Context: an optimization exercise on an open-source flow, tuned for small area. The choices shown serve that exercise and are no tape-out recipe.
Where RTL was checked, it was by simulation tests only, not by an equivalence proof against the original.

// ResonantLowPassFilter
module ResonantLowPassFilter(
    input clk,
    input signed [15:0] audio_in,
    input signed [15:0] cutoff,
    input signed [15:0] resonance,
    input signed [15:0] gain,
    input reset_n,
    output reg signed [15:0] filtered_audio
);
Size in the first run: about 1600 cells after synthesis, roughly 97 flip-flops, roughly 82 I/O pins.
clock: 7.0 ns
lec_check: 0
abc_area: 1
cap_margin: 20
core_margin: 2
core_utilization: 60
cts_buf_list: sky130_fd_sc_hd__clkbuf_4 sky130_fd_sc_hd__clkbuf_8
slew_margin: 20
synth_hierarchical: 1
standard.sh (not shown) runs the stock make flow with config.mk's settings and CLKGATE_MAP_FILE= SYNTH_SCRIPT=/design/flow/synth_recipe.tcl, a recipe that flattens the netlist after the stock synthesis.
==> flow/flow/run.sh <==
#!/bin/bash
# The standard layout, with the smallest buffer on the ports and a clock
# tree without dummy loads.
set -euo pipefail
bash standard.sh \
  "BUFFER_PORTS_ARGS=-buffer_cell sky130_fd_sc_hd__buf_1" \
  "CTS_ARGS=-sink_clustering_enable -repair_clock_nets -dont_use_dummy_load -buf_list {sky130_fd_sc_hd__clkbuf_4 sky130_fd_sc_hd__clkbuf_8 sky130_fd_sc_hd__clkbuf_16}" \
  finish > standard_flow.log 2>&1
Next try:
==> flow/flow/run.sh (replaced) <==
#!/bin/bash
# The standard layout, with the smallest buffer on the ports and a clock
# tree without dummy loads.
set -euo pipefail
bash standard.sh \
  "BUFFER_PORTS_ARGS=-buffer_cell sky130_fd_sc_hd__buf_1" \
  "CTS_ARGS=-sink_clustering_enable -repair_clock_nets -dont_use_dummy_load -buf_list {sky130_fd_sc_hd__clkbuf_8 sky130_fd_sc_hd__clkbuf_16}" \
  finish > standard_flow.log 2>&1
Critical path depth does not change. Final cell count stays the same. Setup slack stays the same. Register-to-register slack stays flat.
No functional check of the RTL was part of any run of this note.


ResonantLowPassFilter, a different RTL version from the one above (not shown whole).
Size: roughly 96 flip-flops.
Settings: LEC_CHECK=0, ABC_AREA=1, CAP_MARGIN=20, CORE_MARGIN=2, CORE_UTILIZATION=60, GPL_TIMING_DRIVEN=0, SLEW_MARGIN=20, SYNTH_HIERARCHICAL=1; clock period 7.0 ns.
==> flow/flow/run.sh <==
#!/bin/bash
# The standard layout, with the smallest buffer on the ports and a clock
# tree without dummy loads.
set -euo pipefail
bash standard.sh \
  "BUFFER_PORTS_ARGS=-buffer_cell sky130_fd_sc_hd__buf_1" \
  "CTS_ARGS=-sink_clustering_enable -repair_clock_nets -dont_use_dummy_load -buf_list {sky130_fd_sc_hd__clkbuf_4 sky130_fd_sc_hd__clkbuf_8}" \
  finish > standard_flow.log 2>&1
The starting point completed with no timing, DRC or antenna violations.
==> next run, changes <==
--- a/flow/config.mk
+++ b/flow/config.mk
@@ -12 +12 @@
-export GPL_TIMING_DRIVEN = 0
+export CTS_BUF_LIST = sky130_fd_sc_hd__clkbuf_4 sky130_fd_sc_hd__clkbuf_8
After rerunning: Die area is unchanged; wire length went down by 10%; non-clock buffer count went down by 80; clock skew barely changes; fmax went up by 2.0%; core utilization went down by 1.2 points; via count went down by 4.9%; design area went down by 1.8%; critical path depth went down by 6.
==> next run, changes <==
==> flow/flow/run.sh (replaced) <==
#!/bin/bash
# The standard layout, with the smallest buffer on the ports.
set -euo pipefail
bash standard.sh "BUFFER_PORTS_ARGS=-buffer_cell sky130_fd_sc_hd__buf_1" finish > standard_flow.log 2>&1
--- a/flow/config.mk
+++ b/flow/config.mk
@@ -11 +11 @@
-export CORE_UTILIZATION = 60
+export CORE_UTILIZATION = 75
The changed run passed the timing, DRC and antenna checks.
Synthesized area is unchanged.
Die area fell by 20%.
Cell area is about the same.
Worst setup slack gains 0.011 ns.
First-iteration DRC count rose by 48%.
Clock skew fell by 0.032 ns.
Core utilization rose by 16 points.
Non-clock buffer count rose by 2.
Global-route usage rose by 7.7 points.
Routed wire length rose by 2.1%.
==> next run, changes <==
==> flow/flow/run.sh (replaced) <==
#!/bin/bash
# The standard layout, with the smallest buffer on the ports and power (size) recovery after global routing.
set -euo pipefail
bash standard.sh "BUFFER_PORTS_ARGS=-buffer_cell sky130_fd_sc_hd__buf_1" RECOVER_POWER=100 finish > standard_flow.log 2>&1
The changed run produced a layout that fails on capacitance limit, slew limit.
First-iteration DRC count goes down by 3.2%.
Area after synthesis stays the same.
Die area is unchanged.
Via count barely changes.
Fmax goes down by 0.36%.


Setup of job 3525:
ResonantLowPassFilter, a different RTL version from the one above (not shown whole).
Size: roughly 1500 cells after synthesis, ~82 I/O pins.
export LEC_CHECK = 0
export ABC_AREA = 1
export CAP_MARGIN = 20
export CORE_MARGIN = 2
export CORE_UTILIZATION = 60
export SLEW_MARGIN = 20
export SYNTH_HIERARCHICAL = 1
create_clock -name core_clock -period 7.0 [get_ports {clk}]
==> flow/flow/run.sh <==
#!/bin/bash
# The standard layout, with the smallest buffer on the ports, upsized
# synthesis cells downsized after floorplan, and a clock tree without dummy
# loads.
set -euo pipefail
bash standard.sh \
  "BUFFER_PORTS_ARGS=-buffer_cell sky130_fd_sc_hd__buf_1" \
  "POST_FLOORPLAN_TCL=$PWD/flow/downsize.tcl" \
  "CTS_ARGS=-sink_clustering_enable -repair_clock_nets -dont_use_dummy_load -buf_list {sky130_fd_sc_hd__clkbuf_8 sky130_fd_sc_hd__clkbuf_16}" \
  finish > standard_flow.log 2>&1
==> flow/flow/downsize.tcl <==
# After floorplan: give every combinational cell that synthesis upsized the
# smallest drive strength of its kind; the later repair steps upsize again
# wherever slew, capacitance or timing needs it.
set db [ord::get_db]
set n 0
foreach inst [[ord::get_db_block] getInsts] {
  set name [[$inst getMaster] getName]
  if {![regexp {^(sky130_fd_sc_hd__[a-z0-9]+)_([0-9]+)$} $name -> base size]} { continue }
  if {$size <= 1} { continue }
  if {[regexp {__(df|dl|sdf|edf|clk|tap|fill|decap|conb|buf|lpflow|probe)} $base]} { continue }
  foreach s {0 1} {
    set m [$db findMaster ${base}_$s]
    if {$m != "NULL" && $m != ""} {
      $inst swapMaster $m
      incr n
      break
    }
  }
}
puts "downsize.tcl: downsized $n cells"
### job 3525 -> job 639
==> flow/flow/run.sh <==
#!/bin/bash
# The standard layout, with: the standard flow's synthesis but a stronger ABC area
# script; the smallest buffer on the ports; upsized synthesis cells
# downsized after floorplan; a clock tree without dummy loads.
set -euo pipefail
export FLOW_WORK=$PWD
export FLOW_ABC_SCRIPT=$PWD/flow/abc_area2.script
bash standard.sh \
  "SYNTH_SCRIPT=$PWD/flow/synth.tcl" \
  "BUFFER_PORTS_ARGS=-buffer_cell sky130_fd_sc_hd__buf_1" \
  "POST_FLOORPLAN_TCL=$PWD/flow/downsize.tcl" \
  "CTS_ARGS=-sink_clustering_enable -repair_clock_nets -dont_use_dummy_load -buf_list {sky130_fd_sc_hd__clkbuf_4 sky130_fd_sc_hd__clkbuf_8}" \
  finish > standard_flow.log 2>&1
==> flow/flow/abc_area2.script (new file) <==
strash
&get -n
&st
&dch
&nf -R 1000
&put
==> flow/flow/synth.tcl (new file) <==
# The standard flow's own synthesis script (synth_recipe.tcl, sourced unchanged), with
# Yosys's abc call given a stronger area script (abc_area2.script).
proc abc {args} {
  set i [lsearch -exact $args -script]
  if {$i >= 0} { set args [lreplace $args [expr {$i + 1}] [expr {$i + 1}] $::env(FLOW_ABC_SCRIPT)] }
  yosys abc {*}$args
}
source $::env(FLOW_WORK)/synth_recipe.tcl
--- a/flow/config.mk
+++ b/flow/config.mk
@@ -9,5 +9,5 @@
 export CAP_MARGIN = 20
 export CORE_MARGIN = 2
-export CORE_UTILIZATION = 60
+export CORE_UTILIZATION = 70
 export SLEW_MARGIN = 20
 export SYNTH_HIERARCHICAL = 1
Findings:
The flow did not stop early for job 639: all stages ran, and the layout cleared the timing, DRC and antenna checks. Job 639 against job 3525: sequential element share of the synthesized area moved up; cell row count lower; design area down 49 µm².
Input changes introduced in job 6147 (baseline for comparison: job 639):
==> flow/flow/abc_area2.script <==
strash
&get -n
&st
&dch
&nf -R 1000
&put
strash
dch -f
map -a
topo
## What came out
- Of job 639 and job 6147, the run reporting the lower post-route worst setup slack was job 6147.
- Against job 639, job 6147 reports a vias per cell that is lower.
- Job 6147: share of cell area taken by muxes after synthesis lower than job 639
- The run showing the greater share of the clock period used by the worst path is job 6147.
- Any difference in routing usage on met2 between job 639 and job 6147 is small enough to ignore.
- Job 6147: initial cell density of the core lower than job 639
- The via count number comes out higher for job 6147 vs job 639.

==> static timing again, ports no longer ideal <==
In the flow no input, the clock included, has a driving cell. The finished layouts below were timed again as built, in two steps.
Step 1 (the two cells are an assumption about what drives the block):
set clk [get_ports {clk}]
set_driving_cell -lib_cell sky130_fd_sc_hd__clkbuf_16 $clk
set_driving_cell -lib_cell sky130_fd_sc_hd__buf_2 [delete_from_list [all_inputs] $clk]
Step 2 moves the port delays by t, midway between the first and last clock arrival at a register: inputs arrive t later, outputs are due t later. That takes back most of the time a late clock gives input paths.
a / b / c = no drivers / after step 1 / after step 2; a / b = the first two.
run	t, ns	setup slack, ns	worst slew at a driven data input, ns
the first run of note 1	0.404	1.158 / 1.158 / 1.158	0.04
the second run of note 1	0.404	1.158 / 1.158 / 1.158	0.04
the first run of note 2	0.428	0.400 / 0.400 / 0.400	0.04
the second run of note 2	0.422	0.532 / 0.532 / 0.532	0.04
the third run of note 2	0.435	0.543 / 0.543 / 0.451	0.04
the fourth run of note 2	0.434	0.520 / 0.520 / 0.409	0.04
job 3525	0.401	0.537 / 0.537 / 0.439	0.04
job 639	0.418	0.474 / 0.474 / 0.474	0.04
job 6147	0.430	0.461 / 0.461 / 0.461	0.04
The setup slack of the fourth run of note 2, which loses most, moves by 0.000 ns with the drivers and by -0.111 ns with both steps.
